From an optimization exercise on the open Yosys and OpenROAD flow, aimed at small area and a short achievable clock period; shortcuts taken in it are not production practice.
No run shown here included a check of the RTL's function; only the layout flow was run.
No activity file was given, so power comes from the tool's default toggle rates.

==> design.v <==
module SdOai22(input wire a1, a2, b1, b2, output wire y);
   assign y = ~((a1 | a2) & (b1 | b2));
endmodule
module SdNand4(input wire a, b, c, d, output wire y);
   assign y = ~(a & b & c & d);
endmodule
module SdNand2(input wire a, b, output wire y);
   assign y = ~(a & b);
endmodule
module SdNor4(input wire a, b, c, d, output wire y);
   assign y = ~(a | b | c | d);
endmodule
module SdNor3(input wire a, b, c, output wire y);
   assign y = ~(a | b | c);
endmodule
module SdNor2(input wire a, b, output wire y);
   assign y = ~(a | b);
endmodule
module SdNand3(input wire a, b, c, output wire y);
   assign y = ~(a & b & c);
endmodule
module SdAnd2(input wire a, b, output wire y);
   assign y = a & b;
endmodule
module SdInv(input wire a, output wire y);
   assign y = ~a;
endmodule
module SimpleRamDecode(
   input wire cs0_i,
   input wire [24:0] addr_i,
   input wire write_i,             
   input wire reset_i,             
   output wire inwin_o,
   output wire [31:0] wsel_o,
   output wire [63:0] rsel_n_o
);
   wire [4:0] g;
   SdNor4 g0(.a(cs0_i), .b(addr_i[24]), .c(addr_i[23]), .d(addr_i[22]), .y(g[0]));
   SdNor4 g1(.a(addr_i[21]), .b(addr_i[20]), .c(addr_i[19]), .d(addr_i[18]), .y(g[1]));
   SdNor4 g2(.a(addr_i[17]), .b(addr_i[16]), .c(addr_i[15]), .d(addr_i[14]), .y(g[2]));
   SdNor4 g3(.a(addr_i[12]), .b(addr_i[11]), .c(addr_i[10]), .d(addr_i[9]), .y(g[3]));
   SdNor3 g4(.a(addr_i[8]), .b(addr_i[7]), .c(addr_i[6]), .y(g[4]));
   wire h1, h2;
   SdNand3 h1g(.a(g[0]), .b(g[1]), .c(g[2]), .y(h1));
   SdNand3 h2g(.a(g[3]), .b(g[4]), .c(addr_i[13]), .y(h2));
   SdNor2 inw(.a(h1), .b(h2), .y(inwin_o));
   wire reset_n, wr, wr_n;         
   SdInv rinv(.a(reset_i), .y(reset_n));
   SdNor2 wrg(.a(reset_n), .b(write_i), .y(wr));
   SdInv wrinv(.a(wr), .y(wr_n));
   wire [5:1] an;
   genvar i;
   generate
      for (i = 1; i <= 5; i = i + 1) begin : ainv
         SdInv inv(.a(addr_i[i]), .y(an[i]));
      end
   endgenerate
   wire [7:0] d3n, pb, rb;
   generate
      for (i = 0; i < 8; i = i + 1) begin : pre3
         SdNand3 n(.a(i & 4 ? addr_i[5] : an[5]), .b(i & 2 ? addr_i[4] : an[4]),
                   .c(i & 1 ? addr_i[3] : an[3]), .y(d3n[i]));
         SdInv r(.a(d3n[i]), .y(rb[i]));
         SdNor3 w(.a(wr_n), .b(d3n[i]), .c(h1), .y(pb[i]));
      end
   endgenerate
   wire [3:0] pa, ra;
   generate
      for (i = 0; i < 4; i = i + 1) begin : pre2
         SdNor3 w(.a(i & 2 ? an[2] : addr_i[2]), .b(i & 1 ? an[1] : addr_i[1]), .c(h2), .y(pa[i]));
         SdNor2 r(.a(i & 2 ? an[2] : addr_i[2]), .b(i & 1 ? an[1] : addr_i[1]), .y(ra[i]));
      end
   endgenerate
   generate
      for (i = 0; i < 32; i = i + 1) begin : sel
         SdAnd2 w(.a(pa[i & 3]), .b(pb[i >> 2]), .y(wsel_o[i]));
         SdNand2 r0(.a(ra[i & 3]), .b(rb[i >> 2]), .y(rsel_n_o[i]));
         SdNand2 r1(.a(ra[i & 3]), .b(rb[i >> 2]), .y(rsel_n_o[32 + i]));
      end
   endgenerate
endmodule
module SimpleRam(
   input wire clk_i,
   input wire [31:0] wsel_i,       
   input wire rd_i,                
   input wire clr_i,               
   input wire [63:0] rsel_n_i,     
   input wire [15:0] data_i,
   output reg [15:0] data_o
);
   reg [15:0] storage[31:0];
   genvar w;
   generate
      for (w = 0; w < 32; w = w + 1) begin : wr
         always @ (posedge clk_i)
            if (wsel_i[w])
               storage[w] <= data_i;
      end
   endgenerate
   wire [15:0] word;
   genvar b, g;
   generate
      for (b = 0; b < 16; b = b + 1) begin : bits
         wire [31:0] col;
         wire [15:0] p;
         wire [7:0] q;
         wire [1:0] r;
         for (g = 0; g < 32; g = g + 1) begin : words
            assign col[g] = storage[g][b];
         end
         for (g = 0; g < 16; g = g + 1) begin : pairs
            SdOai22 oai(.a1(col[2*g]), .a2(rsel_n_i[32*(b/8) + 2*g]), .b1(col[2*g+1]), .b2(rsel_n_i[32*(b/8) + 2*g+1]),
                        .y(p[g]));
         end
         for (g = 0; g < 7; g = g + 1) begin : quads
            SdNor2 nor2(.a(p[2*g]), .b(p[2*g+1]), .y(q[g]));
         end
         SdNor3 clr(.a(p[14]), .b(p[15]), .c(clr_i), .y(q[7]));
         SdNand4 n0(.a(q[0]), .b(q[1]), .c(q[2]), .d(q[3]), .y(r[0]));
         SdNand4 n1(.a(q[4]), .b(q[5]), .c(q[6]), .d(q[7]), .y(r[1]));
         SdNor2 out(.a(r[0]), .b(r[1]), .y(word[b]));
      end
   endgenerate
   always @ (posedge clk_i)
   begin
      if (rd_i)
         data_o <= word;
   end
endmodule
`timescale 1ns / 1ps
module simple_debug(
   input wire [15:0] data_i,
   output wire [15:0] data_o,
   input wire [24:0] addr_i,
   input wire read_i,
   input wire write_i,
   input wire [1:0] cs_i,
   input wire clk_i,
   input wire reset_i,
   input wire irq_i,
   output wire irq_o,
   output wire [4:0] leds_o
);
   reg stage_1, stage_2, stage_3;
   reg [15:0] counter;
   reg [15:0] data_q;
   reg irq;
   reg led;
   wire chip_select = cs_i[0] & cs_i[1];
   wire [25:0] a = {cs_i[0], addr_i};
   wire ram_accessed;
   wire [31:0] wsel;
   wire [63:0] rsel_n;
   SimpleRamDecode DEC(.cs0_i(cs_i[0]), .addr_i(addr_i), .write_i(write_i), .reset_i(reset_i),
                       .inwin_o(ram_accessed), .wsel_o(wsel), .rsel_n_o(rsel_n));
   wire clear_irq = (a == 26'h0);
   wire access = ~stage_2 & stage_3;
   wire [15:0] ram_d;
   SimpleRam RAM0(.clk_i(clk_i),
                  .wsel_i(wsel),
                  .rd_i(~reset_i | (~read_i & ram_accessed)),
                  .clr_i(~reset_i),
                  .rsel_n_i(rsel_n),
                  .data_i(data_i),
                  .data_o(ram_d));
   assign data_o = data_q;
   assign irq_o = irq;
   assign leds_o = {led, irq_i, counter[15], counter[0], 1'b1};
   always @ (posedge clk_i)
   begin
      if (!reset_i)
      begin
         counter <= 0;
         stage_3 <= 0;
         stage_2 <= 0;
         stage_1 <= 0;
         data_q <= 0;
         irq <= 0;
      end
      else
      begin
         if (&counter)
            irq <= 1;
         counter <= counter + 1;
         stage_3 <= stage_2;
         stage_2 <= stage_1;
         stage_1 <= chip_select;
         if (access)
         begin
            if (!read_i)
               data_q <= ram_accessed ? ram_d : (addr_i[15:0] | {15'b0, cs_i[0]});
            if (!write_i && !ram_accessed)
            begin
               if (clear_irq)
                  irq <= data_i[0];
               else
                  led <= data_i[0];
            end
         end
      end
   end
endmodule
==> flow/run.sh <==
#!/bin/bash
# The standard layout, with the port buffers inserted as buf_2 cells
# instead of the default delay-cell buffers. The whole make output goes to
# standard.log; each ORFS step also writes its own log under orfs/logs.
set -euo pipefail
bash standard.sh "BUFFER_PORTS_ARGS=-buffer_cell sky130_fd_sc_hd__buf_2" finish > standard.log 2>&1
==> standard.sh <==
#!/bin/bash
# synth_recipe.tcl (not shown) runs the flow's synth.tcl, then flattens the netlist and writes it again
# the make line also repeats each setting of config.mk as NAME=value (left out here)
make -C /OpenROAD-flow-scripts/flow DESIGN_CONFIG=/design/flow/config.mk WORK_HOME=/design/flow/orfs CLKGATE_MAP_FILE= SYNTH_SCRIPT=/design/flow/synth_recipe.tcl "${@:-finish}"
==> config.mk <==
export PLATFORM = sky130hd
export DESIGN_NAME = simple_debug
export DESIGN_NICKNAME = simple_debug
export VERILOG_FILES = /design/flow/design.v
export SDC_FILE = /design/flow/constraint.sdc
export NUM_CORES = 4
export LEC_CHECK = 0
export CAP_MARGIN = 20
export CORE_MARGIN = 2
export CORE_UTILIZATION = 40
export CTS_CLUSTER_DIAMETER = 100
export CTS_CLUSTER_SIZE = 24
export PLACE_DENSITY = 0.68
export SETUP_SLACK_MARGIN = 1.2
export SLEW_MARGIN = 20
export SYNTH_HIERARCHICAL = 1
==> constraint.sdc <==
create_clock -name core_clock -period 3.0 [get_ports {clk_i}]
set_input_delay 0.6000 -clock core_clock [delete_from_list [all_inputs] [get_ports {clk_i}]]
set_output_delay 0.6000 -clock core_clock [all_outputs]
set_load 0.01 [all_outputs]
==> results of run 1 <==
[cell usage after synthesis]
master,n,area (um2)
o22ai_1,256,1600
or2_2,1,6.26
or3_2,2,15.0
o311a_1,1,10.0
nor4b_1,1,8.76
or3_1,3,18.8
buf_1,1,3.75
nand4_1,36,225
inv_1,21,78.8
nor4_1,8,50.1
mux2i_1,16,160
a211oi_1,15,113
or4_1,1,7.51
or4_4,1,11.3
nand3_1,14,70.1
a21oi_1,5,25.0
o21ai_0,7,35.0
nor4_2,4,50.1
nand2_1,71,267
nand3_4,1,17.5
clkbuf_1,6,22.5
and3_2,1,7.51
buf_4,5,37.5
and2_1,36,225
buf_2,1,5.00
o32ai_1,1,8.76
o31a_1,1,8.76
dfxtp_1,36,721
and3_1,1,6.26
conb_1,1,3.75
nand4b_1,1,8.76
xnor2_1,6,52.6
ha_1,1,12.5
edfxtp_1,529,15900
o21a_1,1,7.51
nor2_1,161,604
nor3_2,29,290
nor3_1,1,5.00
xor2_1,3,26.3
nor3b_1,1,7.51
[cells in the final DEF (no fill, tap or decap), types with 5 or more instances in the layout]
cell         n
a211oi_1    15
a21oi_1      5
and2_4      33
buf_12      14
buf_2       56
buf_4       34
buf_6        6
clkbuf_1    11
clkbuf_16   28
dfxtp_1     34
edfxtp_1   529
inv_1        8
mux2i_1     16
nand2_1     36
nand2_2     34
nand3_1     11
nand4_1     36
nor2_1     155
nor2_4       5
nor3_2      24
nor3_4       5
nor4_1       8
o21ai_0      6
o22ai_1    254
xnor2_1      6
[routing by layer]
metal / routed length, um / global-route usage / vias to the layer above
li1: - / - / 5434
met1: 21300 / 0.260 / 6185
met2: 23600 / 0.293 / 577
met3: 5390 / 0.0454 / 84
met4: 1180 / 0.0405 / 6
met5: 36 / 0 / -
[stage by stage]
step,setup WS [ns],std cells,utilization
finish,1.19,2114,0.460
global route,1.12,2114,0.460
CTS,1.18,2091,0.451
detailed placement,0.438,2047,0.434
global placement,0.484,2047,0.434
floorplan,0.742,1287,-
[per-module statistics from Yosys (local to each module, per instance), a selection]
| module | cells | flip-flops and latches | times used | cell area [um2] |
|---|---|---|---|---|
| SdOai22 | 1 | 0 | 256 | 6.26 |
| SdAnd2 | 1 | 0 | 32 | 6.26 |
| SdNor2 | 1 | 0 | 134 | 3.75 |
| SdInv | 1 | 0 | 15 | 3.75 |
| SdNor4 | 1 | 0 | 4 | 12.5 |
| simple_debug | 183 | 37 | 1 | 1670 |
| SimpleRam | 528 | 528 | 1 | 15900 |
| SdNand3 | 1 | 0 | 10 | 5.00 |
| SdNand4 | 1 | 0 | 32 | 6.26 |
| SdNand2 | 1 | 0 | 64 | 3.75 |
| SdNor3 | 1 | 0 | 29 | 10.0 |
[where the power goes]
group | internal, uW | leakage [uW] | switching, uW
Sequential | 8630 | 0.00506 | 27.0
Clock | 1670 | 0.000353 | 2290
Combinational | 149 | 0.00189 | 399
[cells by family (layout without fill, tap and decap cells)]
group                      count (synthesis)  in the layout  synth area share
DFF                                      565            565             0.801
and+or+nand+nor                          374            379            0.0918
AOI/OAI and AO/OA                        287            287            0.0873
buffers and inverters                     34            176           0.00713
muxes                                     16             16           0.00773
xor gates and xnor gates                   9              9           0.00380
adders and majority gates                  1              1          0.000604
other                                      1              1          0.000181
[how the worst max path moves through the flow]
stage | startpoint | end | slack [ns]
global route | addr_i[4] | RAM0.data_o[3] | 1.12
floorplan | addr_i[19] | RAM0.data_o[0] | 0.74
detailed placement | addr_i[2] | RAM0.data_o[6] | 0.44
finish | addr_i[5] | RAM0.data_o[14] | 1.19
CTS | addr_i[19] | RAM0.storage[5][13] | 1.18
global placement | addr_i[2] | RAM0.data_o[6] | 0.48
[state kept, by name, indices dropped and copies added (netlist names)]
name          cells
irq               1
stage_2           1
stage_3           1
stage_1           1
data_q           16
counter          16
RAM0.data_o      16
RAM0.storage    512
led               1
[repair_timing]
action / in CTS / in global routing
setup buffers: 5 / 17
setup endpoints to repair: 177 / 404
resized for setup: 14 / 69
hold endpoints to repair: 0 / 0
pin swaps: 2 / 21
cloned: 0 / 6
[cell type report]
class	instances	area, um2	area share
Clock buffer	38	717	0.0304
Clock inverter	1	16.3	0.000689
Inverter	21	104	0.00440
Multi-Input combinational cell	693	4350	0.184
Sequential cell	565	16600	0.704
Tap cell	680	851	0.0360
Timing Repair Buffer	116	961	0.0407
==> run notes, run 1 <==
- Critical Path Stages: 9
- Vias per cell: 5.81
- Crit share post-route: 0.605
- FF-to-FF Start: counter[3]
- Seq/Total Area, Yosys: 0.801
- Final Hold Viols: 0
- Buffers on Ports: 66
- Routed Antenna Nets: 0
- Status: finished clean
- H-tree levels: 1
- Slew Limit Fails: 0
- Worst path required time: roughly 3.3 ns
- Worst Setup End Kind: flip-flop
- Min-Delay Endpoint: stage_1
- Total number of vias: approximately 12,000
- Total track usage: 0.185
- Leakage: approximately 0.0073 uW
- Setup TNS: 0 ns
- Post-Synthesis Cells: 1,287
- Worst vdd ir: ~0.37 mV
- CTS buffer count: 27
- CTS tree: yes
- Hold_sp: cs_i[1]
- Layout cell share with drive strength beyond 1: 0.197
- Final HPWL DP: between 30,000 and 40,000 um
- Kind of critical path: primary input to flip-flop
- Clk pin slew, worst setup/hold paths: around 0.10 ns
- Slowest cell on the critical path: o22ai_1
- Number of hold buffers added after cts: 0
- Worst clock skew: approximately 0.010 ns
- Max Cap Viol: 0
- Distinct cells, synth: 40
- Ant diodes: 0
- Worst-Skew Late Latency: about 0.58 ns
- Dpl cell area: 0.0223 mm2
- Largest net degree at the start of global routing: 38
- DR DRC count: 0
- Grt total ovfl: 0
- Buffers & Inverters on Critical Path: 3
- Synth Cell Area: just over 0.02 mm2
- Seq cells post-synth: between 500 and 600
- CTS sink count: 565
- RR Endpoint: counter[11]
- Initial Utilization: 0.404
- Syn_nets: 1,336
- Hold path depth: 2
- Worst-Margin Slew: roughly 0.8 ns
- Root buffer selected by CTS: clkbuf_16
- Final wirelength: approximately 50,000 um
- Crit path max-delay family: simple AND/OR/NAND/NOR gates
- Vias in the first global route: 11,900
- Cell Pwr Density: about 560 mW/mm2
- Nets: 1,473
- Crit-path max FO: 8
- Mapped Avg Cell Area: 16.1 um2
- Die area: approximately 0.054 mm2
- Worst hold path class: primary input to flip-flop
- IO Pins: 70
- Final Cell Area: 0.0236 mm2
- Drt pass-1 iters: 5
- First-pass GRT wire length: 74,300 um
- Gpl congestion: approximately 0.88
- Final setup viols: 0
- R2r setup slk: between 1 and 1.5 ns
- Rows: 83
- Startpoint type of the worst setup path: primary input
- Synth Warn #: 9
- Worst-path cell chain: clkbuf_4 -> inv_1 -> nand3_1 -> inv_4 -> nand2_1 -> o22ai_1 -> nor2_1 -> nand4_1 -> nor2_1
- R2r worst-path depth: 4
- Fillers: approximately 4,400
- Antenna violations before repair: 4
- CP peak stage delay: 0.33 ns
- Highest clock rate: 551 MHz
- RSZ-0062 raised after global routing: yes
- Synthesis-to-layout area growth: 13.9%
- WL/cell: about 24 um
- Die height: approximately 230 um
- Relative slew slack: 0.469
- DRT iter0 DRCs: roughly 1,500
- Die span in x: around 230 um
- Post-route minimum period: about 1.8 ns
- Total Power: 13,200 uW
- Worst EP arrival: 2.16 ns
- Hold slack: between 0.2 and 0.3 ns
- CTS Buffer Depth: 3
- Core Area: slightly above 0.05 mm2
- Most frequent CP cell: nor2_1
==> inputs of run 2 (changes only) <==
--- a/config.mk
+++ b/config.mk
@@ -11,5 +11,5 @@
 export CTS_CLUSTER_DIAMETER = 100
 export CTS_CLUSTER_SIZE = 24
-export PLACE_DENSITY = 0.68
+export PLACE_DENSITY = 0.72
 export SETUP_SLACK_MARGIN = 1.2
 export SLEW_MARGIN = 20
==> run notes, run 2 <==
- Final wirelength: 50,600 um
- Final Cell Area: roughly 0.024 mm2
- Syn_nets: about 1,300
- Seq cells post-synth: between 500 and 600
- RR Endpoint: counter[11]
- Largest net degree at the start of global routing: 35
- Worst path required time: roughly 3.4 ns
- Top-area cell type share of the netlist area: 0.767
- Synth Cell Area: 0.0207 mm2
- Core Area: 0.0513 mm2
- Worst-Margin Slew: between 0.7 and 0.8 ns
- Final Hold Viols: 0
- Nets: between 1,000 and 1,500
- Routed Antenna Nets: 0
- Worst EP arrival: about 2.3 ns
- Finished Core Util: 0.459
- Synth area leader: edfxtp_1
- Post-Synthesis Cells: approximately 1,300
- Dpl cell area: 0.0222 mm2
- Total Power: 13,100 uW
- Fillers: around 4,300
- Startpoint type of the worst setup path: primary input
- RSZ-0062 raised after global routing: yes
- Drt pass-1 iters: 5
- Synth Warn #: 9
- Worst Setup End Kind: flip-flop
- Worst clock skew: 0.0116 ns
- Async S/R FF share, synth: 0
- Grt total ovfl: 0
- Synth top area cells: edfxtp_1, o22ai_1, dfxtp_1
- Max Cap Viol: 0
- Seq/Total Area, Yosys: 0.801
- Total number of vias: between 10,000 and 15,000
- CTS tree: yes
- Highest clock rate: 534 MHz
- Die area: around 0.054 mm2
- Cell Pwr Density: ~560 mW/mm2
- Crit-path max FO: 8
- Buffers & Inverters on Critical Path: 3
- Status: finished clean
- R2r setup slk: 1.33 ns
- IO Pins: 70
- Worst hold path class: primary input to flip-flop
- CTS buffer count: 27
- Final HPWL DP: ~32,000 um
- Mapped Avg Cell Area: ~16 um2
- CP peak stage delay: approximately 0.26 ns
- R2r worst-path depth: 4
- Hold_sp: cs_i[1]
- Slowest cell on the critical path: nor2_1
- Gpl congestion: between 0.9 and 1
- Buffers on Ports: 66
- Post-route minimum period: about 1.9 ns
- EDFF count, synth: roughly 530
- Layout cell share with drive strength beyond 1: 0.209
- Most frequent cells after synthesis: edfxtp_1, o22ai_1, nor2_1
- Leakage: roughly 0.0072 uW
- Most frequent CP cell: nor2_1
- DRT iter0 DRCs: between 1,000 and 1,500
- CTS sink count: approximately 570
- Worst-Skew Late Latency: 0.57 ns
- Commonest non-fill, non-tap cells in the layout: edfxtp_1, o22ai_1, nor2_1
- CTS Buffer Depth: 3
- Relative slew slack: 0.497
- Slew Limit Fails: 0
- Distinct cells, synth: 40
- FF-to-FF Start: counter[3]
- Setup TNS: 0 ns
- Vias in the first global route: 11,800
- Die span in x: 232 um
- Placed insts: 2,035
- Synthesis-to-layout area growth: 13.6%
- Hold path depth: 2
- Root buffer selected by CTS: clkbuf_16
- Top-count cell post-synth: edfxtp_1
- Min-Delay Endpoint: stage_1
- DR DRC count: 0
- Non-Filler Instances: between 2,000 and 2,500
- Vias per cell: 5.85
- Worst-path cell chain: buf_2 -> inv_1 -> nand3_1 -> clkinv_4 -> nand2_2 -> o22ai_2 -> nor2_1 -> nand4_1 -> nor2_1
- WL/cell: 24.1 um
- Final setup viols: 0
- Clk pin slew, worst setup/hold paths: about 0.1 ns
- Initial Utilization: 0.404
- Largest reg by FF count: RAM0.storage
- Worst vdd ir: approximately 0.46 mV
- Commonest non-fill, non-tap cell in the layout: edfxtp_1
- Rows: 83
- First-pass GRT wire length: a little over 70,000 um
- Antenna violations before repair: 3
- Ys flop type: edfxtp_1
- Kind of critical path: primary input to flip-flop
- Max FFs per register: around 510
- Crit share post-route: 0.624
- Die height: roughly 230 um
- Total track usage: 0.181
- H-tree levels: 1
- Crit path max-delay family: simple AND/OR/NAND/NOR gates
==> run 2: cell types whose count changed in the layout (fill, tap and decap cells not counted), moves of 3 or more <==
cell      before  now
o22ai_1      254  246
buf_2         56   64
nand2_1       36   18
o22ai_2        2   10
clkbuf_4       3    0
buf_6          6    2
and2_2         4    1
nand2_2       34   53
buf_4         34   21
==> run 2: final cells by class <==
type	instances	area, um2	area share
repair buffers	102	801	0.0340
clock buffers	37	713	0.0303
clock inverters	2	25.0	0.00106
inverters	21	100	0.00425
multi-input cells	691	4430	0.188
diodes	1	2.50	0.000106
flip-flops and latches	565	16600	0.706
well taps	680	851	0.0362
==> run 2: cell families (layout without fill, tap and decap cells) <==
logic type / count (synthesis) / after routing / synth area share
AOI/OAI and AO/OA: 287 / 287 / 0.0873
xor gates and xnor gates: 9 / 9 / 0.00380
adders and majority gates: 1 / 1 / 0.000604
buffers and inverters: 34 / 162 / 0.00713
DFF: 565 / 565 / 0.801
muxes: 16 / 16 / 0.00773
other: 1 / 2 / 0.000181
and+or+nand+nor: 374 / 377 / 0.0918
==> run 2: metal layers <==
| metal | share of wire | up-vias | track usage |
|---|---|---|---|
| li1 | - | 5393 | - |
| met5 | 0.00083 | - | 0 |
| met2 | 0.46 | 660 | 0.288 |
| met4 | 0.031 | 6 | 0.0531 |
| met1 | 0.41 | 6128 | 0.252 |
| met3 | 0.10 | 102 | 0.0374 |
==> run 2: metrics by stage <==
stage | worst slack (ns) | hold slack, ns
after CTS | 1.19 | 0.294
after floorplan | 0.742 | 0.412
after detailed placement | 0.440 | 0.425
after global placement | 0.482 | 0.423
after global routing | 1.10 | 0.303
final | 1.13 | 0.301
==> run 2: worst max-delay path by stage <==
stage / start / endpoint / cells after the start / slack [ns]
after global placement: addr_i[2] / RAM0.data_o[5] / 9 / 0.48
after detailed placement: addr_i[1] / RAM0.data_o[5] / 9 / 0.44
after floorplan: addr_i[19] / RAM0.data_o[0] / 7 / 0.74
after CTS: addr_i[19] / RAM0.storage[11][1] / 5 / 1.19
after global routing: addr_i[5] / RAM0.data_o[1] / 9 / 1.10
final: addr_i[5] / RAM0.data_o[1] / 9 / 1.13
==> run 2: power by group <==
group | switching, uW | leakage (uW) | internal, uW | total (uW)
clock | 2280 | 0.000356 | 1680 | 3960
sequential | 29.1 | 0.00506 | 8630 | 8660
combinational | 395 | 0.00183 | 135 | 530
==> run 2: modules after synthesis, one instance, submodules excluded, a selection <==
module / cells / copies in the design
SdInv: 1 / 15
SdNor4: 1 / 4
SdNand2: 1 / 64
SdOai22: 1 / 256
SimpleRam: 528 / 1
SdNor3: 1 / 29
SdNor2: 1 / 134
SdNand3: 1 / 10
SdNand4: 1 / 32
SdAnd2: 1 / 32
simple_debug: 183 / 1
==> run 2: what timing repair did <==
action,4_1_cts,5_1_grt
cloned,0,4
hold buffers,0,0
pin swaps,3,16
endpoints found under the setup margin,69,548
buffers inserted,7,13
resized for setup,22,75
==> inputs of run 3 (changes only) <==
--- a/design.v
+++ b/design.v
@@ -33,5 +33,5 @@
    output wire inwin_o,
    output wire [31:0] wsel_o,
-   output wire [63:0] rsel_n_o
+   output wire [31:0] rsel_n_o
 );
    wire [4:0] g;
@@ -59,7 +59,8 @@
    generate
       for (i = 0; i < 8; i = i + 1) begin : pre3
+         SdNor3 r(.a(i & 4 ? an[5] : addr_i[5]), .b(i & 2 ? an[4] : addr_i[4]),
+                  .c(i & 1 ? an[3] : addr_i[3]), .y(rb[i]));
          SdNand3 n(.a(i & 4 ? addr_i[5] : an[5]), .b(i & 2 ? addr_i[4] : an[4]),
                    .c(i & 1 ? addr_i[3] : an[3]), .y(d3n[i]));
-         SdInv r(.a(d3n[i]), .y(rb[i]));
          SdNor3 w(.a(wr_n), .b(d3n[i]), .c(h1), .y(pb[i]));
       end
@@ -75,6 +76,5 @@
       for (i = 0; i < 32; i = i + 1) begin : sel
          SdAnd2 w(.a(pa[i & 3]), .b(pb[i >> 2]), .y(wsel_o[i]));
-         SdNand2 r0(.a(ra[i & 3]), .b(rb[i >> 2]), .y(rsel_n_o[i]));
-         SdNand2 r1(.a(ra[i & 3]), .b(rb[i >> 2]), .y(rsel_n_o[32 + i]));
+         SdNand2 r(.a(ra[i & 3]), .b(rb[i >> 2]), .y(rsel_n_o[i]));
       end
    endgenerate
@@ -85,5 +85,5 @@
    input wire rd_i,                
    input wire clr_i,               
-   input wire [63:0] rsel_n_i,     
+   input wire [31:0] rsel_n_i,     
    input wire [15:0] data_i,
    output reg [15:0] data_o
@@ -110,14 +110,13 @@
          end
          for (g = 0; g < 16; g = g + 1) begin : pairs
-            SdOai22 oai(.a1(col[2*g]), .a2(rsel_n_i[32*(b/8) + 2*g]), .b1(col[2*g+1]), .b2(rsel_n_i[32*(b/8) + 2*g+1]),
+            SdOai22 oai(.a1(col[2*g]), .a2(rsel_n_i[2*g]), .b1(col[2*g+1]), .b2(rsel_n_i[2*g+1]),
                         .y(p[g]));
          end
-         for (g = 0; g < 7; g = g + 1) begin : quads
+         for (g = 0; g < 8; g = g + 1) begin : quads
             SdNor2 nor2(.a(p[2*g]), .b(p[2*g+1]), .y(q[g]));
          end
-         SdNor3 clr(.a(p[14]), .b(p[15]), .c(clr_i), .y(q[7]));
          SdNand4 n0(.a(q[0]), .b(q[1]), .c(q[2]), .d(q[3]), .y(r[0]));
          SdNand4 n1(.a(q[4]), .b(q[5]), .c(q[6]), .d(q[7]), .y(r[1]));
-         SdNor2 out(.a(r[0]), .b(r[1]), .y(word[b]));
+         SdNor3 clr(.a(r[0]), .b(r[1]), .c(clr_i), .y(word[b]));
       end
    endgenerate
@@ -150,6 +149,5 @@
    wire [25:0] a = {cs_i[0], addr_i};
    wire ram_accessed;
-   wire [31:0] wsel;
-   wire [63:0] rsel_n;
+   wire [31:0] wsel, rsel_n;
    SimpleRamDecode DEC(.cs0_i(cs_i[0]), .addr_i(addr_i), .write_i(write_i), .reset_i(reset_i),
                        .inwin_o(ram_accessed), .wsel_o(wsel), .rsel_n_o(rsel_n));
==> flow/run.sh (replaced) <==
#!/bin/bash
# The standard layout, with the port buffers inserted as buf_2 cells
# instead of the default delay-cell buffers, and gate resizing not limited
# to cells of the same footprint. The whole make output goes to
# standard.log; each ORFS step also writes its own log under orfs/logs.
set -euo pipefail
bash standard.sh "BUFFER_PORTS_ARGS=-buffer_cell sky130_fd_sc_hd__buf_2" MATCH_CELL_FOOTPRINT=0 finish > standard.log 2>&1
--- a/config.mk
+++ b/config.mk
@@ -11,6 +11,6 @@
 export CTS_CLUSTER_DIAMETER = 100
 export CTS_CLUSTER_SIZE = 24
-export PLACE_DENSITY = 0.72
-export SETUP_SLACK_MARGIN = 1.2
+export PLACE_DENSITY = 0.68
+export SETUP_SLACK_MARGIN = 1.3
 export SLEW_MARGIN = 20
 export SYNTH_HIERARCHICAL = 1
==> run notes, run 3 <==
- Commonest non-fill, non-tap cell in the layout: edfxtp_1
- DR DRC count: 0
- Setup TNS: 0 ns
- Worst-path cell chain: buf_8 -> clkinvlp_4 -> buf_6 -> nor3_4 -> buf_12 -> nand2_8 -> o22ai_2 -> nor2_2 -> nand4_1 -> nor3_2
- EDFF count, synth: between 500 and 600
- Worst clock skew: 0.0345 ns
- Synth top area cells: edfxtp_1, o22ai_1, dfxtp_1
- Vias per cell: between 6 and 7
- Largest reg by FF count: RAM0.storage
- Final wirelength: 60,900 um
- Max FFs per register: 512
- Buffers on Ports: 66
- Hold path depth: 2
- Kind of critical path: primary input to flip-flop
- Min-Delay Endpoint: stage_1
- Ys flop type: edfxtp_1
- CTS Buffer Depth: 3
- Seq cells post-synth: about 570
- Cell Pwr Density: between 500 and 600 mW/mm2
- Top-area cell type share of the netlist area: 0.769
- Total Power: 13,500 uW
- Layout cell share with drive strength beyond 1: 0.339
- Total track usage: 0.219
- R2r worst-path depth: 4
- Total number of vias: around 13,000
- Worst-Margin Slew: approximately 0.8 ns
- CTS sink count: between 500 and 600
- Worst Setup End Kind: flip-flop
- Distinct cells, synth: 40
- Slowest cell on the critical path: nand4_1
- Gpl congestion: about 0.8
- R2r setup slk: ~1.4 ns
- RSZ-0062 raised after global routing: yes
- Hold_sp: cs_i[1]
- Crit-path max FO: 8
- Worst hold path class: primary input to flip-flop
- Worst EP arrival: 2.26 ns
- Slew Limit Fails: 0
- Initial Utilization: 0.403
- H-tree levels: 1
- Final worst setup slack: roughly 1.1 ns
- Worst vdd ir: 0.452 mV
- Startpoint type of the worst setup path: primary input
- IO Pins: 70
- Highest clock rate: 517 MHz
- Final setup viols: 0
- Fillers: slightly below 4,000
- Largest net degree at the start of global routing: 39
- Die height: 231 um
- Routed Antenna Nets: 0
- First-pass GRT wire length: 85,600 um
- Leakage: 0.00817 uW
- Die area: roughly 0.053 mm2
- Clk pin slew, worst setup/hold paths: 0.09 ns
- Async S/R FF share, synth: 0
- Syn_nets: approximately 1,300
- Status: finished clean
- RR Endpoint: counter[11]
- Drt pass-1 iters: 6
- Die span in x: around 230 um
- Worst path required time: approximately 3.3 ns
- DRT iter0 DRCs: 2,068
- Max Cap Viol: 0
- Synth Warn #: 9
- Vias in the first global route: 12,600
- Commonest non-fill, non-tap cells in the layout: edfxtp_1, o22ai_1, nor2_1
- CP peak stage delay: around 0.26 ns
- Final Hold Viols: 0
- FF-to-FF Start: counter[2]
- Antenna violations before repair: 0
- Root buffer selected by CTS: clkbuf_16
- Nets: ~1,500
- Crit share post-route: 0.645
- Rows: 83
- Core Area: between 0.05 and 0.06 mm2
- Relative slew slack: 0.473
- Place WS: 0.0981 ns
- CTS buffer count: 27
- Post-Synthesis Cells: about 1,300
- Worst-Skew Late Latency: around 0.6 ns
- Final HPWL DP: approximately 32,000 um
- Grt total ovfl: 0
- Most frequent cells after synthesis: edfxtp_1, o22ai_1, nor2_1
- Synth Cell Area: about 0.021 mm2
- Synthesis-to-layout area growth: 26.4%
- Post-route minimum period: ~1.9 ns
- WL/cell: 27.9 um
- CTS tree: yes
- Mapped Avg Cell Area: roughly 16 um2
- Top-count cell post-synth: edfxtp_1
- Seq/Total Area, Yosys: 0.804
- Synth area leader: edfxtp_1
- Hold slack: 0.235 ns
[run 3: per-layer routing]
| metal | share of wire | GRT usage |
|---|---|---|
| met1 | 0.38 | 0.302 |
| met5 | 0 | 0 |
| met3 | 0.11 | 0.0338 |
| met2 | 0.48 | 0.355 |
| met4 | 0.035 | 0.0744 |
[run 3: worst max-delay path: cells and delay by family]
kind	cells	cell delay (ns)
AND/OR/NAND/NOR	5	0.73
buffers and inverters	4	0.70
AO/OA/AOI/OAI	1	0.21
[run 3: area by class of cell]
cell class	instances	area, um2	share of cell area
sequential	565	16600	0.637
multi-input combinational	700	5870	0.225
timing repair buffer	175	1890	0.0723
tap	680	851	0.0326
clock buffer	47	751	0.0288
inverter	13	68.8	0.00264
clock inverter	3	37.5	0.00144
antenna	1	2.50	0.0000959
[run 3: how the worst max path moves through the flow]
stage	startpoint	end	cells past startpoint
final	addr_i[3]	RAM0.data_o[8]	10
after global routing	addr_i[3]	RAM0.data_o[8]	10
after CTS	addr_i[3]	RAM0.data_o[8]	10
after detailed placement	addr_i[1]	RAM0.data_o[8]	8
after global placement	addr_i[1]	RAM0.data_o[8]	8
after floorplan	addr_i[19]	RAM0.data_o[0]	7
[run 3: Yosys stat by module, one instance, submodules excluded, a selection]
| module | area [um2] | copies in the design |
|---|---|---|
| SdNand2 | 3.75 | 32 |
| SdInv | 3.75 | 7 |
| SimpleRam | 15900 | 1 |
| SdNor4 | 12.5 | 4 |
| SdNor2 | 3.75 | 134 |
| SdNand3 | 5.00 | 10 |
| SdNor3 | 10.0 | 37 |
| SdAnd2 | 6.26 | 32 |
| SdOai22 | 6.26 | 256 |
| simple_debug | 1670 | 1 |
| SdNand4 | 6.26 | 32 |
[run 3: logic make-up after synthesis]
group / after synthesis / synth area share
DFF: 565 / 0.804
and+or+nand+nor: 350 / 0.0902
AOI/OAI and AO/OA: 287 / 0.0876
buffers and inverters: 26 / 0.00570
muxes: 16 / 0.00776
xor gates and xnor gates: 9 / 0.00382
adders and majority gates: 1 / 0.000606
other: 1 / 0.000182
[run 3: through the flow]
step | utilization | instance area [um2] | instances
finish | 0.510 | 26100 | 2184
global placement | 0.434 | 22200 | 2008
floorplan | - | 21000 | 1255
global route | 0.510 | 26100 | 2183
CTS | 0.494 | 25300 | 2153
detailed placement | 0.434 | 22200 | 2008
[run 3: repair_timing]
item,CTS,global route
hold endpoints to repair,0,0
gates cloned,35,6
setup buffers,60,24
setup endpoints to repair,570,563
pin swaps,103,55
hold buffers,0,0
gates resized for setup,257,102
[run 3: power by group]
| part | switching (uW) | internal [uW] | total, uW |
|---|---|---|---|
| clock network | 2360 | 1770 | 4130 |
| logic | 517 | 235 | 751 |
| registers | 32.5 | 8630 | 8660 |
==> inputs of run 4 (changes only) <==
--- a/config.mk
+++ b/config.mk
@@ -12,5 +12,5 @@
 export CTS_CLUSTER_SIZE = 24
 export PLACE_DENSITY = 0.68
-export SETUP_SLACK_MARGIN = 1.3
+export SETUP_SLACK_MARGIN = 1.2
 export SLEW_MARGIN = 20
 export SYNTH_HIERARCHICAL = 1
==> run notes, run 4 <==
- Status: finished clean
- IO Pins: 70
- Die area: ~0.053 mm2
- Ant diodes: 0
- Worst Setup End Kind: flip-flop
- Seq/Total Area, Yosys: 0.804
- Root buffer selected by CTS: clkbuf_16
- Place WS: 0.0981 ns
- CP peak stage delay: ~0.25 ns
- Worst vdd ir: approximately 0.58 mV
- Layout cell share with drive strength beyond 1: 0.295
- Drt pass-1 iters: 6
- Max Cap Viol: 0
- Cell-internal power: roughly 11,000 uW
- Most frequent cells after synthesis: edfxtp_1, o22ai_1, nor2_1
- Commonest non-fill, non-tap cells in the layout: edfxtp_1, o22ai_1, nor2_1
- Finished Core Util: 0.491
- R2r worst-path depth: 5
- CTS Buffer Depth: 3
- Synth Warn #: 9
- Clk pin slew, worst setup/hold paths: about 0.10 ns
- Top-count cell post-synth: edfxtp_1
- Leakage: 0.00773 uW
- Total track usage: 0.201
- Largest net degree at the start of global routing: 39
- FF-to-FF Start: counter[0]
- Sequential Power Share: 0.642
- Async S/R FF share, synth: 0
- Relative slew slack: 0.476
- Total number of vias: about 13,000
- Worst EP arrival: approximately 2.2 ns
- Worst-Skew Late Latency: ~0.6 ns
- CTS buffer count: 27
- Nets: ~1,500
- Rows: 83
- R2r setup slk: 1.29 ns
- Final worst setup slack: roughly 1.1 ns
- Final Hold Viols: 0
- RR Endpoint: irq
- Final wirelength: 56,100 um
- Synth area leader: edfxtp_1
- Crit share post-route: 0.625
- Buffers on Ports: 66
- Switching Power: around 2900 uW
- Highest clock rate: about 530 MHz
- Slew Limit Fails: 0
- Setup TNS: 0 ns
- H-tree levels: 1
- Fillers: approximately 4,000
- Die span in x: ~230 um
- Dpl cell area: between 0.02 and 0.025 mm2
- Initial Utilization: 0.403
- Worst-Margin Slew: around 0.79 ns
- Distinct cells, synth: 40
- Critical path endpoint: RAM0.data_o[10]
- Final Cell Area: between 0.02 and 0.03 mm2
- Combinational power share: 0.054
- CTS tree: yes
- Mapped Avg Cell Area: ~16 um2
- Worst-path cell chain: buf_8 -> clkinvlp_4 -> buf_12 -> nor3_4 -> buf_12 -> nand2_8 -> o22ai_2 -> nor2_2 -> nand4_1 -> nor3_2
- Grt total ovfl: 0
- Core Area: around 0.051 mm2
- DR DRC count: 0
- Max FFs per register: 512
- Clk pwr share: 0.304
- Synthesis-to-layout area growth: 21.8%
- Synth Cell Area: slightly above 0.02 mm2
- Routed Antenna Nets: 0
- Commonest non-fill, non-tap cell in the layout: edfxtp_1
- Ys flop type: edfxtp_1
- Final setup viols: 0
- Worst hold path class: primary input to flip-flop
- Sw Share: 0.213
- Syn_nets: 1,304
- Crit. Startpoint: addr_i[5]
- Hold slack: roughly 0.25 ns
- CTS sink count: 565
- DRT iter0 DRCs: 1,860
- Worst clock skew: around 0.029 ns
- Synth top area cells: edfxtp_1, o22ai_1, dfxtp_1
- Most frequent CP cell: buf_12
- Crit-path max FO: 8
- Kind of critical path: primary input to flip-flop
- Number of hold buffers added after cts: 0
- Post-Synthesis Cells: 1,255
- EDFF count, synth: between 500 and 600
- WL/cell: 26.3 um
- Seq cells post-synth: between 500 and 600
- Slowest cell on the critical path: nand4_1
- Vias per cell: approximately 5.9
- Cell Pwr Density: 536 mW/mm2
- Startpoint type of the worst setup path: primary input
- Post-route minimum period: 1.88 ns
- Worst path required time: 3.32 ns
- Top-area cell type share of the netlist area: 0.769
- Die height: between 200 and 250 um
- Antenna violations before repair: 0
- Largest reg by FF count: RAM0.storage
- Vias in the first global route: roughly 12,000
- First-pass GRT wire length: 79,400 um
- RSZ-0062 raised after global routing: yes
- Final HPWL DP: 32,400 um
- Gpl congestion: a little over 0.8
## run 4: cell counts after synthesis
Identical to the previous run, type by type.
## run 4: stage by stage
stage / total power [uW] / cells
after detailed placement: 9360 / 2008
after global placement: 9350 / 2008
after floorplan: 9030 / 1255
after CTS: 13400 / 2103
final: 13500 / 2136
after global routing: 13800 / 2136
## run 4: worst min path at each step
| stage | end | start | cells past startpoint |
|---|---|---|---|
| after CTS | stage_1 | cs_i[1] | 2 |
| after global routing | stage_1 | cs_i[1] | 2 |
| after floorplan | stage_2 | stage_1 | 1 |
| after detailed placement | stage_2 | stage_1 | 1 |
| after global placement | stage_2 | stage_1 | 1 |
| final | stage_1 | cs_i[1] | 2 |
## run 4: per-module statistics from Yosys (local to each module, per instance), a selection
| module | cells inside | times used | flip-flops and latches |
|---|---|---|---|
| simple_debug | 183 | 1 | 37 |
| SdNor2 | 1 | 134 | 0 |
| SdInv | 1 | 7 | 0 |
| SdNand3 | 1 | 10 | 0 |
| SdOai22 | 1 | 256 | 0 |
| SdAnd2 | 1 | 32 | 0 |
| SdNor4 | 1 | 4 | 0 |
| SdNand2 | 1 | 32 | 0 |
| SdNand4 | 1 | 32 | 0 |
| SdNor3 | 1 | 37 | 0 |
## run 4: final cells by class
| class | instances | area (um2) | share of cell area |
|---|---|---|---|
| inverter | 13 | 66.3 | 0.00264 |
| timing repair buffer | 151 | 1330 | 0.0530 |
| multi-input combinational | 677 | 5510 | 0.219 |
| clock buffer | 47 | 751 | 0.0298 |
| clock inverter | 3 | 37.5 | 0.00149 |
| sequential | 565 | 16600 | 0.660 |
| tap | 680 | 851 | 0.0338 |
## run 4: critical path: cells and delay by family
| family | cells | cell delay, ns |
|---|---|---|
| and+or+nand+nor | 5 | 0.75 |
| buffers and inverters | 4 | 0.61 |
| AOI/OAI and AO/OA | 1 | 0.21 |
## run 4: kinds of logic after synthesis
logic type,Yosys count,synth area share
compound gates,287,0.0876
fa+ha+maj,1,0.000606
xor+xnor,9,0.00382
simple gates,350,0.0902
other cells,1,0.000182
flops,565,0.804
mux,16,0.00776
buf+inv,26,0.00570
## run 4: repair_timing
action | CTS | global route
cloned | 9 | 6
setup buffers | 36 | 27
endpoints found under the setup margin | 292 | 548
pin swaps | 41 | 79
gates resized for setup | 149 | 90
## run 4: metal layers
metal  up-vias  track usage  part of all wire
met5         -            0                 0
met4         0       0.0538             0.032
met3        97       0.0337              0.11
met2       721        0.316              0.46
met1      6370        0.291              0.40
li1       5466            -                 -
## run 4: power by group through the flow
stage	combinational (uW)	sequential [uW]	clock [uW]
floorplan	209	8820	0
global placement	509	8840	0
detailed placement	522	8840	0
CTS	656	8660	4120
global route	757	8660	4390
finish	728	8660	4110
==> inputs of run 5 (changes only) <==
--- a/design.v
+++ b/design.v
@@ -35,18 +35,26 @@
    output wire [31:0] rsel_n_o
 );
-   wire [4:0] g;
-   SdNor4 g0(.a(cs0_i), .b(addr_i[24]), .c(addr_i[23]), .d(addr_i[22]), .y(g[0]));
-   SdNor4 g1(.a(addr_i[21]), .b(addr_i[20]), .c(addr_i[19]), .d(addr_i[18]), .y(g[1]));
-   SdNor4 g2(.a(addr_i[17]), .b(addr_i[16]), .c(addr_i[15]), .d(addr_i[14]), .y(g[2]));
-   SdNor4 g3(.a(addr_i[12]), .b(addr_i[11]), .c(addr_i[10]), .d(addr_i[9]), .y(g[3]));
-   SdNor3 g4(.a(addr_i[8]), .b(addr_i[7]), .c(addr_i[6]), .y(g[4]));
-   wire h1, h2;
-   SdNand3 h1g(.a(g[0]), .b(g[1]), .c(g[2]), .y(h1));
-   SdNand3 h2g(.a(g[3]), .b(g[4]), .c(addr_i[13]), .y(h2));
-   SdNor2 inw(.a(h1), .b(h2), .y(inwin_o));
-   wire reset_n, wr, wr_n;         
+   wire [9:0] z;
+   wire an13;
+   SdInv a13inv(.a(addr_i[13]), .y(an13));
+   SdNor2 z0(.a(cs0_i), .b(addr_i[24]), .y(z[0]));
+   SdNor2 z1(.a(addr_i[23]), .b(addr_i[22]), .y(z[1]));
+   SdNor2 z2(.a(addr_i[21]), .b(addr_i[20]), .y(z[2]));
+   SdNor2 z3(.a(addr_i[19]), .b(addr_i[18]), .y(z[3]));
+   SdNor2 z4(.a(addr_i[17]), .b(addr_i[16]), .y(z[4]));
+   SdNor2 z5(.a(addr_i[15]), .b(addr_i[14]), .y(z[5]));
+   SdNor2 z6(.a(addr_i[12]), .b(addr_i[11]), .y(z[6]));
+   SdNor2 z7(.a(addr_i[10]), .b(addr_i[9]), .y(z[7]));
+   SdNor2 z8(.a(addr_i[8]), .b(addr_i[7]), .y(z[8]));
+   SdNor2 z9(.a(addr_i[6]), .b(an13), .y(z[9]));
+   wire hA, hB, hC;                
+   SdNand4 hAg(.a(z[0]), .b(z[1]), .c(z[2]), .d(z[3]), .y(hA));
+   SdNand4 hBg(.a(z[4]), .b(z[5]), .c(z[6]), .d(z[7]), .y(hB));
+   SdNand2 hCg(.a(z[8]), .b(z[9]), .y(hC));
+   SdNor3 inw(.a(hA), .b(hB), .c(hC), .y(inwin_o));
+   wire reset_n, wr, wrc_n;        
    SdInv rinv(.a(reset_i), .y(reset_n));
    SdNor2 wrg(.a(reset_n), .b(write_i), .y(wr));
-   SdInv wrinv(.a(wr), .y(wr_n));
+   SdNand3 wrcg(.a(wr), .b(z[8]), .c(z[9]), .y(wrc_n));
    wire [5:1] an;
    genvar i;
@@ -59,9 +67,8 @@
    generate
       for (i = 0; i < 8; i = i + 1) begin : pre3
-         SdNor3 r(.a(i & 4 ? an[5] : addr_i[5]), .b(i & 2 ? an[4] : addr_i[4]),
-                  .c(i & 1 ? an[3] : addr_i[3]), .y(rb[i]));
          SdNand3 n(.a(i & 4 ? addr_i[5] : an[5]), .b(i & 2 ? addr_i[4] : an[4]),
                    .c(i & 1 ? addr_i[3] : an[3]), .y(d3n[i]));
-         SdNor3 w(.a(wr_n), .b(d3n[i]), .c(h1), .y(pb[i]));
+         SdInv r(.a(d3n[i]), .y(rb[i]));
+         SdNor3 w(.a(wrc_n), .b(d3n[i]), .c(hA), .y(pb[i]));
       end
    endgenerate
@@ -69,5 +76,5 @@
    generate
       for (i = 0; i < 4; i = i + 1) begin : pre2
-         SdNor3 w(.a(i & 2 ? an[2] : addr_i[2]), .b(i & 1 ? an[1] : addr_i[1]), .c(h2), .y(pa[i]));
+         SdNor3 w(.a(i & 2 ? an[2] : addr_i[2]), .b(i & 1 ? an[1] : addr_i[1]), .c(hB), .y(pa[i]));
          SdNor2 r(.a(i & 2 ? an[2] : addr_i[2]), .b(i & 1 ? an[1] : addr_i[1]), .y(ra[i]));
       end
@@ -113,10 +120,11 @@
                         .y(p[g]));
          end
-         for (g = 0; g < 8; g = g + 1) begin : quads
+         for (g = 0; g < 7; g = g + 1) begin : quads
             SdNor2 nor2(.a(p[2*g]), .b(p[2*g+1]), .y(q[g]));
          end
+         SdNor3 clr(.a(p[14]), .b(p[15]), .c(clr_i), .y(q[7]));
          SdNand4 n0(.a(q[0]), .b(q[1]), .c(q[2]), .d(q[3]), .y(r[0]));
          SdNand4 n1(.a(q[4]), .b(q[5]), .c(q[6]), .d(q[7]), .y(r[1]));
-         SdNor3 clr(.a(r[0]), .b(r[1]), .c(clr_i), .y(word[b]));
+         SdNor2 out(.a(r[0]), .b(r[1]), .y(word[b]));
       end
    endgenerate
==> flow/run.sh (replaced) <==
#!/bin/bash
# The standard layout, with the port buffers inserted as buf_2 cells
# instead of the default delay-cell buffers. The whole make output goes to
# standard.log; each ORFS step also writes its own log under orfs/logs.
set -euo pipefail
bash standard.sh "BUFFER_PORTS_ARGS=-buffer_cell sky130_fd_sc_hd__buf_2" finish > standard.log 2>&1
--- a/config.mk
+++ b/config.mk
@@ -11,5 +11,5 @@
 export CTS_CLUSTER_DIAMETER = 100
 export CTS_CLUSTER_SIZE = 24
-export PLACE_DENSITY = 0.68
+export PLACE_DENSITY = 0.72
 export SETUP_SLACK_MARGIN = 1.2
 export SLEW_MARGIN = 20
==> run notes, run 5 <==
- Routed Antenna Nets: 0
- Worst-path cell chain: buf_2 -> clkinvlp_4 -> nor2_4 -> buf_12 -> buf_4 -> nand2_8 -> o22ai_1 -> nor2_1 -> nand4_1 -> nor2_1
- Number of hold buffers added after cts: 0
- Final setup viols: 0
- Commonest non-fill, non-tap cell in the layout: edfxtp_1
- Syn_nets: between 1,000 and 1,500
- Ys flop type: edfxtp_1
- Post-Synthesis Cells: between 1,000 and 1,500
- Dpl cell area: 0.0221 mm2
- Worst-Skew Late Latency: 0.59 ns
- Fillers: between 4,000 and 5,000
- Worst clock skew: ~0.017 ns
- Top-count cell post-synth: edfxtp_1
- Total track usage: 0.189
- CTS tree: yes
- Min-Delay Endpoint: stage_1
- Distinct cells, synth: 39
- Final Cell Area: ~0.024 mm2
- Rows: between 80 and 90
- WL/cell: 24.4 um
- Crit-path max FO: 16
- Largest reg by FF count: RAM0.storage
- Slowest cell on the critical path: nand4_1
- Hold path depth: 2
- RR Endpoint: irq
- Core Area: 0.0511 mm2
- Final wirelength: 51,000 um
- CTS buffer count: 27
- Post-route minimum period: approximately 1.8 ns
- Startpoint type of the worst setup path: primary input
- Die span in x: 231 um
- Synth area leader: edfxtp_1
- Slew Limit Fails: 0
- Non-Filler Instances: approximately 2,100
- Die area: 0.0533 mm2
- Synth Cell Area: about 0.02 mm2
- Total number of vias: ~12,000
- Clk pin slew, worst setup/hold paths: approximately 0.1 ns
- Cell Pwr Density: about 560 mW/mm2
- Largest net degree at the start of global routing: 35
- Most frequent cells after synthesis: edfxtp_1, o22ai_1, nor2_1
- Most frequent CP cell: nor2_1
- EDFF count, synth: 529
- RSZ-0062 raised after global routing: yes
- Hold_sp: cs_i[1]
- Async S/R FF share, synth: 0
- Die height: between 200 and 250 um
- Crit path max-delay family: buffers and inverters
- Worst hold path class: primary input to flip-flop
- Synth Warn #: 9
- Worst EP arrival: ~2.2 ns
- Ant diodes: 0
- Worst path required time: about 3.3 ns
- Status: finished clean
- IO Pins: 70
- R2r setup slk: approximately 1.3 ns
- CTS sink count: between 500 and 600
- Relative slew slack: 0.463
- Final HPWL DP: ~32,000 um
- Vias per cell: a little under 6
- DR DRC count: 0
- Commonest non-fill, non-tap cells in the layout: edfxtp_1, o22ai_1, nor2_1
- Top-area cell type share of the netlist area: 0.771
- DRT iter0 DRCs: 1,228
- Mapped Avg Cell Area: approximately 16 um2
- Leakage: approximately 0.0074 uW
- Drt pass-1 iters: 5
- H-tree levels: 1
- Layout cell share with drive strength beyond 1: 0.211
- Hold slack: between 0.2 and 0.3 ns
- Total Power: roughly 13,000 uW
- Grt total ovfl: 0
- Worst-Margin Slew: slightly above 0.8 ns
- FF-to-FF Start: counter[1]
- Synthesis-to-layout area growth: 14.8%
- Max FFs per register: approximately 500
- CP peak stage delay: about 0.24 ns
- Buffers on Ports: between 60 and 70
- Final Hold Viols: 0
- Synth top area cells: edfxtp_1, o22ai_1, dfxtp_1
- Seq cells post-synth: about 570
- Kind of critical path: primary input to flip-flop
- Seq/Total Area, Yosys: 0.806
- Crit share post-route: 0.606
- Buffers & Inverters on Critical Path: 4
- First-pass GRT wire length: 75,400 um
- Worst vdd ir: about 0.43 mV
- Placed insts: slightly above 2,000
- R2r worst-path depth: 5
- Initial Utilization: 0.403
- Max Cap Viol: 0
- CTS Buffer Depth: 3
- Highest clock rate: 550 MHz
- Crit. Startpoint: addr_i[2]
- Setup TNS: 0 ns
- Antenna violations before repair: 2
- Vias in the first global route: around 12,000
- Worst Setup End Kind: flip-flop
- Nets: between 1,000 and 1,500
- Root buffer selected by CTS: clkbuf_16
- Gpl congestion: 0.860
==> run 5: cell types whose count changed after synthesis <==
cell,before,now
inv_1,13,21
nand2_1,39,40
nand3_1,14,13
nand4_1,36,38
nor2_1,161,170
nor3_2,37,29
nor4_2,4,0
==> run 5: layout make-up <==
type	instances	area, um2	area share
clock inverters	1	16.3	0.000688
inverters	21	116	0.00492
clock buffers	48	754	0.0319
repair buffers	108	732	0.0310
multi-input cells	664	4570	0.193
well taps	680	851	0.0360
flip-flops and latches	565	16600	0.702
==> run 5: logic make-up after synthesis <==
family          Yosys count  share of synthesized area
other cells               1                   0.000182
flops                   565                      0.806
xor+xnor                  9                    0.00383
mux                      16                    0.00778
fa+ha+maj                 1                   0.000607
buf+inv                  34                    0.00717
compound gates          287                     0.0878
simple gates            349                     0.0863
==> run 5: Yosys stat by module (local to each module, per instance), a selection <==
module	cells	area [um2]	flops+latches
SdNand2	1	3.75	0
SdAnd2	1	6.26	0
SdNor3	1	10.0	0
SdNand4	1	6.26	0
SdOai22	1	6.26	0
SdNand3	1	5.00	0
simple_debug	183	1670	37
SdNor2	1	3.75	0
SdInv	1	3.75	0
SimpleRam	528	15900	528
==> run 5: worst max path at each step <==
stage / end / cells after the start / slack, ns
after global placement: RAM0.data_o[6] / 9 / 0.22
after detailed placement: RAM0.data_o[6] / 9 / 0.22
after CTS: RAM0.data_o[14] / 9 / 1.17
final: RAM0.data_o[14] / 10 / 1.18
after global routing: RAM0.data_o[9] / 9 / 1.14
after floorplan: RAM0.data_o[0] / 7 / 0.65
==> run 5: routing by layer <==
| layer | track usage | routed length (um) |
|---|---|---|
| met1 | 0.267 | 20600 |
| met4 | 0.0599 | 1620 |
| met3 | 0.0443 | 5630 |
| met5 | 0 | 23 |
| met2 | 0.291 | 23100 |
==> run 5: repair_timing <==
action,CTS,global route
hold endpoints to repair,0,0
pin swaps,12,22
setup buffers,10,14
cloned,0,1
gates resized for setup,53,68
setup endpoints to repair,33,84
==> run 5: per-stage QoR <==
step,worst slack (ns),utilization
detailed placement,0.224,0.432
CTS,1.17,0.454
global route,1.14,0.463
finish,1.18,0.463
global placement,0.218,0.432
floorplan,0.650,-
==> run 5: worst register-to-register path: cells and delay by family (launching register included) <==
kind            cells  cell delay, ns
fa+ha+maj           1            0.22
flops               1            0.37
compound gates      2            0.40
simple gates        2            0.66
==> run 5: power by group <==
group,internal [uW],switching (uW),leakage (uW),total (uW)
combinational,153,422,0.00196,574
clock,1720,2300,0.000364,4030
sequential,8630,25.7,0.00506,8650
total,10500,2750,0.00739,13300
==> inputs of run 6 (changes only) <==
--- a/config.mk
+++ b/config.mk
@@ -11,5 +11,5 @@
 export CTS_CLUSTER_DIAMETER = 100
 export CTS_CLUSTER_SIZE = 24
-export PLACE_DENSITY = 0.72
+export PLACE_DENSITY = 0.68
 export SETUP_SLACK_MARGIN = 1.2
 export SLEW_MARGIN = 20
==> run notes, run 6 <==
- Final HPWL DP: roughly 33,000 um
- Seq cells post-synth: ~570
- Synthesis-to-layout area growth: 15.1%
- Ant diodes: 0
- Final Hold Viols: 0
- Routed Antenna Nets: 0
- Max Cap Viol: 0
- Worst vdd ir: 0.389 mV
- Most frequent cells after synthesis: edfxtp_1, o22ai_1, nor2_1
- Worst path required time: between 3 and 4 ns
- First-pass GRT wire length: 75,600 um
- Post-route minimum period: between 1.5 and 2 ns
- Max FFs per register: approximately 500
- Highest clock rate: ~530 MHz
- DRT iter0 DRCs: about 1,400
- Nets: approximately 1,400
- Mapped Avg Cell Area: about 16 um2
- Largest reg by FF count: RAM0.storage
- CTS buffer count: 27
- Placed insts: a little over 2,000
- Initial Utilization: 0.403
- Largest net degree at the start of global routing: 35
- Drt pass-1 iters: 5
- Commonest non-fill, non-tap cells in the layout: edfxtp_1, o22ai_1, nor2_1
- Setup TNS: 0 ns
- Root buffer selected by CTS: clkbuf_16
- Top-count cell post-synth: edfxtp_1
- Vias per cell: between 5 and 6
- Synth top area cells: edfxtp_1, o22ai_1, dfxtp_1
- DR DRC count: 0
- Startpoint type of the worst setup path: primary input
- Sequential Power Share: 0.650
- Worst EP arrival: 2.31 ns
- Grt total ovfl: 0
- FF-to-FF Start: counter[2]
- Slew Limit Fails: 0
- Seq/Total Area, Yosys: 0.806
- Die area: 0.0533 mm2
- Synth Warn #: 9
- Core Area: about 0.051 mm2
- Synth Cell Area: slightly above 0.02 mm2
- Die span in x: about 230 um
- Cell Pwr Density: between 500 and 600 mW/mm2
- Fillers: approximately 4,400
- Total track usage: 0.193
- Layout cell share with drive strength beyond 1: 0.218
- EDFF count, synth: about 530
- Crit share post-route: 0.626
- Worst clock skew: roughly 0.014 ns
- Die height: between 200 and 250 um
- Clk pin slew, worst setup/hold paths: approximately 0.10 ns
- Worst-Skew Late Latency: slightly below 0.6 ns
- Final wirelength: around 54,000 um
- Sw Share: 0.209
- Distinct cells, synth: 39
- Buffers on Ports: 66
- Total number of vias: 12,300
- Rows: a little over 80
- Relative slew slack: 0.366
- Antenna violations before repair: 2
- CTS sink count: 565
- Async S/R FF share, synth: 0
- Post-Synthesis Cells: between 1,000 and 1,500
- IO Pins: 70
- Crit-path max FO: 16
- Syn_nets: between 1,000 and 1,500
- WL/cell: around 26 um
- CTS Buffer Depth: 3
- Non-Filler Instances: approximately 2,100
- Clk pwr share: 0.305
- Leakage: ~0.0075 uW
- Hold_sp: cs_i[1]
- Combinational power share: 0.045
- Top-area cell type share of the netlist area: 0.771
- Gpl congestion: about 0.87
- Crit. Startpoint: addr_i[5]
- Switching Power: ~2800 uW
- Commonest non-fill, non-tap cell in the layout: edfxtp_1
- Worst Setup End Kind: flip-flop
- Vias in the first global route: approximately 12,000
- H-tree levels: 1
- Worst hold path class: primary input to flip-flop
- Ys flop type: edfxtp_1
- RSZ-0062 raised after global routing: yes
- Cell-internal power: roughly 11,000 uW
- Worst-Margin Slew: about 0.95 ns
- Kind of critical path: primary input to flip-flop
- CTS tree: yes
- Status: finished clean
- Synth area leader: edfxtp_1
- Final setup viols: 0
[run 6: changes by cell type in the layout (fill, tap and decap cells not counted), moves of 3 or more]
| cell | delta |
|---|---|
| and2_2 | +5 |
| buf_4 | +3 |
| clkinv_4 | -3 |
| nand2_4 | +7 |
| nand2_8 | -6 |
[run 6: area by class of cell]
cell class                      instances  area, um2  area share
Clock inverter                          1       11.3    0.000475
Sequential cell                       565      16600       0.701
Multi-Input combinational cell        671       4610       0.194
Tap cell                              680        851      0.0359
Inverter                               21        109     0.00459
Clock buffer                           48        764      0.0323
Timing Repair Buffer                  112        747      0.0315
[run 6: cell families after synthesis]
logic type,count (synthesis),synth area share
AO/OA/AOI/OAI,287,0.0878
XOR/XNOR,9,0.00383
adder cells (fa/ha/maj),1,0.000607
buffers and inverters,34,0.00717
flip-flops,565,0.806
multiplexers,16,0.00778
other,1,0.000182
AND/OR/NAND/NOR,349,0.0863
[run 6: per-layer routing]
layer  routed length (um)  track usage
met5                   27            0
met1                21600        0.271
met2                25200        0.306
met4                 1370       0.0478
met3                 5700       0.0450
[run 6: worst max-delay path, stage by stage]
cell,delay (ns)
buf_2,0.22
inv_1,0.14
nand3_1,0.30
inv_4,0.12
nand2_4,0.19
o22ai_1,0.15
nor2_1,0.18
nand4_1,0.20
nor2_1,0.19
[run 6: per-module statistics from Yosys (local to each module, per instance), excerpt]
module	cells	flip-flops and latches
simple_debug	183	37
SdNor3	1	0
SdNand4	1	0
SdNand3	1	0
SdNand2	1	0
SdInv	1	0
SdNor2	1	0
[run 6: stage by stage]
stage / area (um2) / setup slack, ns / hold WS (ns) / utilization / power (uW)
4_1_cts: 23100 / 1.17 / 0.257 / 0.453 / 13300
5_1_grt: 23700 / 1.10 / 0.267 / 0.464 / 13600
3_5_place_dp: 22100 / 0.345 / 0.436 / 0.433 / 9350
2_1_floorplan: 20800 / 0.650 / 0.412 / - / 9010
6_report: 23700 / 1.12 / 0.269 / 0.464 / 13300
3_3_place_gp: 22100 / 0.339 / 0.421 / 0.433 / 9340
[run 6: worst paths after layout]
path | to | slack (ns) | cells past startpoint
min reg2reg | stage_2 | 0.44 | 1
max reg2reg | counter[13] | 1.31 | 4
min | stage_1 | 0.27 | 2
max | RAM0.data_o[15] | 1.12 | 9
[run 6: power groups by stage]
stage	clock, uW	sequential [uW]	combinational [uW]
CTS	4100	8650	548
detailed placement	0	8830	517
global placement	0	8830	507
global route	4360	8650	630
floorplan	0	8820	190
finish	4060	8650	603
[run 6: repair_timing]
item / in CTS / in global routing
setup buffers: 6 / 19
resized for setup: 41 / 75
gates cloned: 0 / 8
pin swaps: 8 / 36
endpoints found under the setup margin: 16 / 412
hold buffers: 0 / 0
==> inputs of run 7 (changes only) <==
--- a/config.mk
+++ b/config.mk
@@ -11,5 +11,6 @@
 export CTS_CLUSTER_DIAMETER = 100
 export CTS_CLUSTER_SIZE = 24
-export PLACE_DENSITY = 0.68
+export GPL_ROUTABILITY_DRIVEN = 0
+export PLACE_DENSITY = 0.72
 export SETUP_SLACK_MARGIN = 1.2
 export SLEW_MARGIN = 20
==> run notes, run 7 <==
- Status: finished clean
- Final HPWL DP: between 30,000 and 40,000 um
- Top-area cell type share of the netlist area: 0.771
- Post-route minimum period: approximately 1.8 ns
- Kind of critical path: primary input to flip-flop
- Max FFs per register: 512
- Number of hold buffers added after cts: 0
- Worst clock skew: ~0.017 ns
- Worst hold path class: primary input to flip-flop
- Vias per cell: slightly below 6
- Antenna violations before repair: 2
- Final setup viols: 0
- Nets: ~1,400
- Crit. Startpoint: addr_i[2]
- DR DRC count: 0
- Core Area: a little over 0.05 mm2
- Synth area leader: edfxtp_1
- Vias in the first global route: between 10,000 and 15,000
- Layout cell share with drive strength beyond 1: 0.211
- Worst Setup End Kind: flip-flop
- Sw Share: 0.207
- H-tree levels: 1
- CTS tree: yes
- First-pass GRT wire length: 75,400 um
- Root buffer selected by CTS: clkbuf_16
- Ant diodes: 0
- CTS buffer count: 27
- Synth top area cells: edfxtp_1, o22ai_1, dfxtp_1
- Rows: between 80 and 90
- Slew Limit Fails: 0
- Sequential Power Share: 0.653
- Crit-path max FO: 16
- Relative slew slack: 0.463
- Max Cap Viol: 0
- Worst path required time: 3.34 ns
- Top-count cell post-synth: edfxtp_1
- Synthesis-to-layout area growth: 14.8%
- Clk pwr share: 0.304
- Combinational power share: 0.043
- CTS sink count: 565
- Worst vdd ir: around 0.43 mV
- Die area: 0.0533 mm2
- Total track usage: 0.189
- Finished Core Util: 0.463
- Clk pin slew, worst setup/hold paths: 0.10 ns
- Worst EP arrival: 2.16 ns
- WL/cell: 24.4 um
- Initial Utilization: 0.403
- Final Hold Viols: 0
- IO Pins: 70
- Die span in x: between 200 and 250 um
- Crit share post-route: 0.606
- Distinct cells, synth: 39
- Switching Power: around 2700 uW
- Worst-Margin Slew: slightly above 0.8 ns
- Hold_sp: cs_i[1]
- Async S/R FF share, synth: 0
- Synth Warn #: 9
- Die height: about 230 um
- Final wirelength: 51,000 um
- Cell-internal power: about 11,000 uW
- EDFF count, synth: about 530
- Commonest non-fill, non-tap cells in the layout: edfxtp_1, o22ai_1, nor2_1
- RSZ-0062 raised after global routing: yes
- FF-to-FF Start: counter[1]
- Hold slack: 0.270 ns
- DRT iter0 DRCs: between 1,000 and 1,500
- Post-Synthesis Cells: roughly 1,300
- Cell Pwr Density: around 560 mW/mm2
- CTS Buffer Depth: 3
- Worst-Skew Late Latency: between 0.5 and 0.6 ns
- Buffers on Ports: 66
- Seq cells post-synth: approximately 570
- Highest clock rate: between 500 and 600 MHz
- Largest net degree at the start of global routing: 35
- Syn_nets: 1,311
- Most frequent cells after synthesis: edfxtp_1, o22ai_1, nor2_1
- Total number of vias: ~12,000
- Commonest non-fill, non-tap cell in the layout: edfxtp_1
- Largest reg by FF count: RAM0.storage
- Startpoint type of the worst setup path: primary input
- Seq/Total Area, Yosys: 0.806
- Grt total ovfl: 0
- Mapped Avg Cell Area: 16.3 um2
- Routed Antenna Nets: 0
- Ys flop type: edfxtp_1
- Drt pass-1 iters: 5
- Leakage: approximately 0.0074 uW
- Synth Cell Area: 0.0206 mm2
- Setup TNS: 0 ns
==> run 7: cell counts after synthesis <==
Identical to the previous run, type by type.
==> run 7: final timing paths <==
check                          to  slack [ns]  cells past startpoint
setup reg to reg              irq        1.30                      5
hold / removal            stage_1        0.27                      2
hold reg to reg        counter[0]        0.46                      1
setup / recovery  RAM0.data_o[14]        1.18                     10
==> run 7: power groups by stage <==
stage               combinational (uW)  sequential (uW)  clock (uW)
floorplan                          190             8820           0
CTS                                525             8650        4060
global placement                   477             8830           0
global route                       611             8660        4330
finish                             574             8650        4030
detailed placement                 488             8830           0
==> run 7: layout make-up <==
class / count / area [um2]
Fill cell: 4288 / 27400
Sequential cell: 565 / 16600
Multi-Input combinational cell: 664 / 4570
Tap cell: 680 / 851
Clock buffer: 48 / 754
Timing Repair Buffer: 108 / 732
Inverter: 21 / 116
Clock inverter: 1 / 16.3
==> run 7: logic make-up after synthesis <==
group | synth area share
other cells | 0.000182
flops | 0.806
compound gates | 0.0878
buf+inv | 0.00717
mux | 0.00778
simple gates | 0.0863
xor+xnor | 0.00383
fa+ha+maj | 0.000607
==> run 7: metal layers <==
layer / global-route usage / share of wire
met5: 0 / 0.00045
met4: 0.0599 / 0.032
met3: 0.0443 / 0.11
met2: 0.291 / 0.45
met1: 0.267 / 0.40
==> run 7: timing repair <==
item,CTS,global route
gates resized for setup,53,68
hold endpoints to repair,0,0
setup buffers,10,14
endpoints found under the setup margin,33,84
pin swaps,12,22
gates cloned,0,1
==> run 7: worst max-delay path: stages <==
cell	delay (ns)
buf_2	0.13
clkinvlp_4	0.19
nor2_4	0.15
buf_12	0.19
buf_4	0.17
nand2_8	0.11
o22ai_1	0.19
nor2_1	0.11
nand4_1	0.24
nor2_1	0.06
==> run 7: stage by stage <==
stage	total power, uW	cell area, um2	setup slack, ns	cells
detailed placement	9320	22100	0.224	2013
CTS	13200	23200	1.17	2072
finish	13300	23600	1.18	2087
floorplan	9010	20800	0.650	1262
global route	13600	23600	1.14	2087
global placement	9310	22100	0.218	2013
==> run 7: modules after synthesis, one instance, submodules excluded, excerpt <==
module	times used	flops+latches
SdAnd2	32	0
SdInv	15	0
SdNand2	33	0
SdNand3	9	0
SdNand4	34	0
SdNor2	143	0
SdNor3	29	0
SdOai22	256	0
SimpleRam	1	528
simple_debug	1	37

## port drivers added, routing unchanged
The flow's constraints put no driver on any port. The routed layouts listed below were extracted and timed again, unchanged, in two steps.
Step 1: set_driving_cell puts a clkbuf_16 on clk_i and a buf_2 on each other input, an assumption about the parent block.
Step 2 times the ports against the registers' clock, not the clock port: input delays grow and output delays shrink by t, the midpoint of the rising clock arrivals with the driver on.
Slacks: no drivers / after step 1 / after step 2; pairs: no drivers / after step 1.
run	t (ns)	setup WS [ns]
run 1	0.625	1.185 / 1.209 / 0.584
run 2	0.619	1.127 / 1.151 / 0.532
run 3	0.649	1.065 / 1.047 / 0.397
run 4	0.644	1.124 / 1.108 / 0.464
run 5	0.639	1.181 / 1.215 / 0.577
run 6	0.634	1.122 / 1.142 / 0.508
run 7	0.639	1.181 / 1.215 / 0.577
After both steps setup and hold are still met in every run listed.
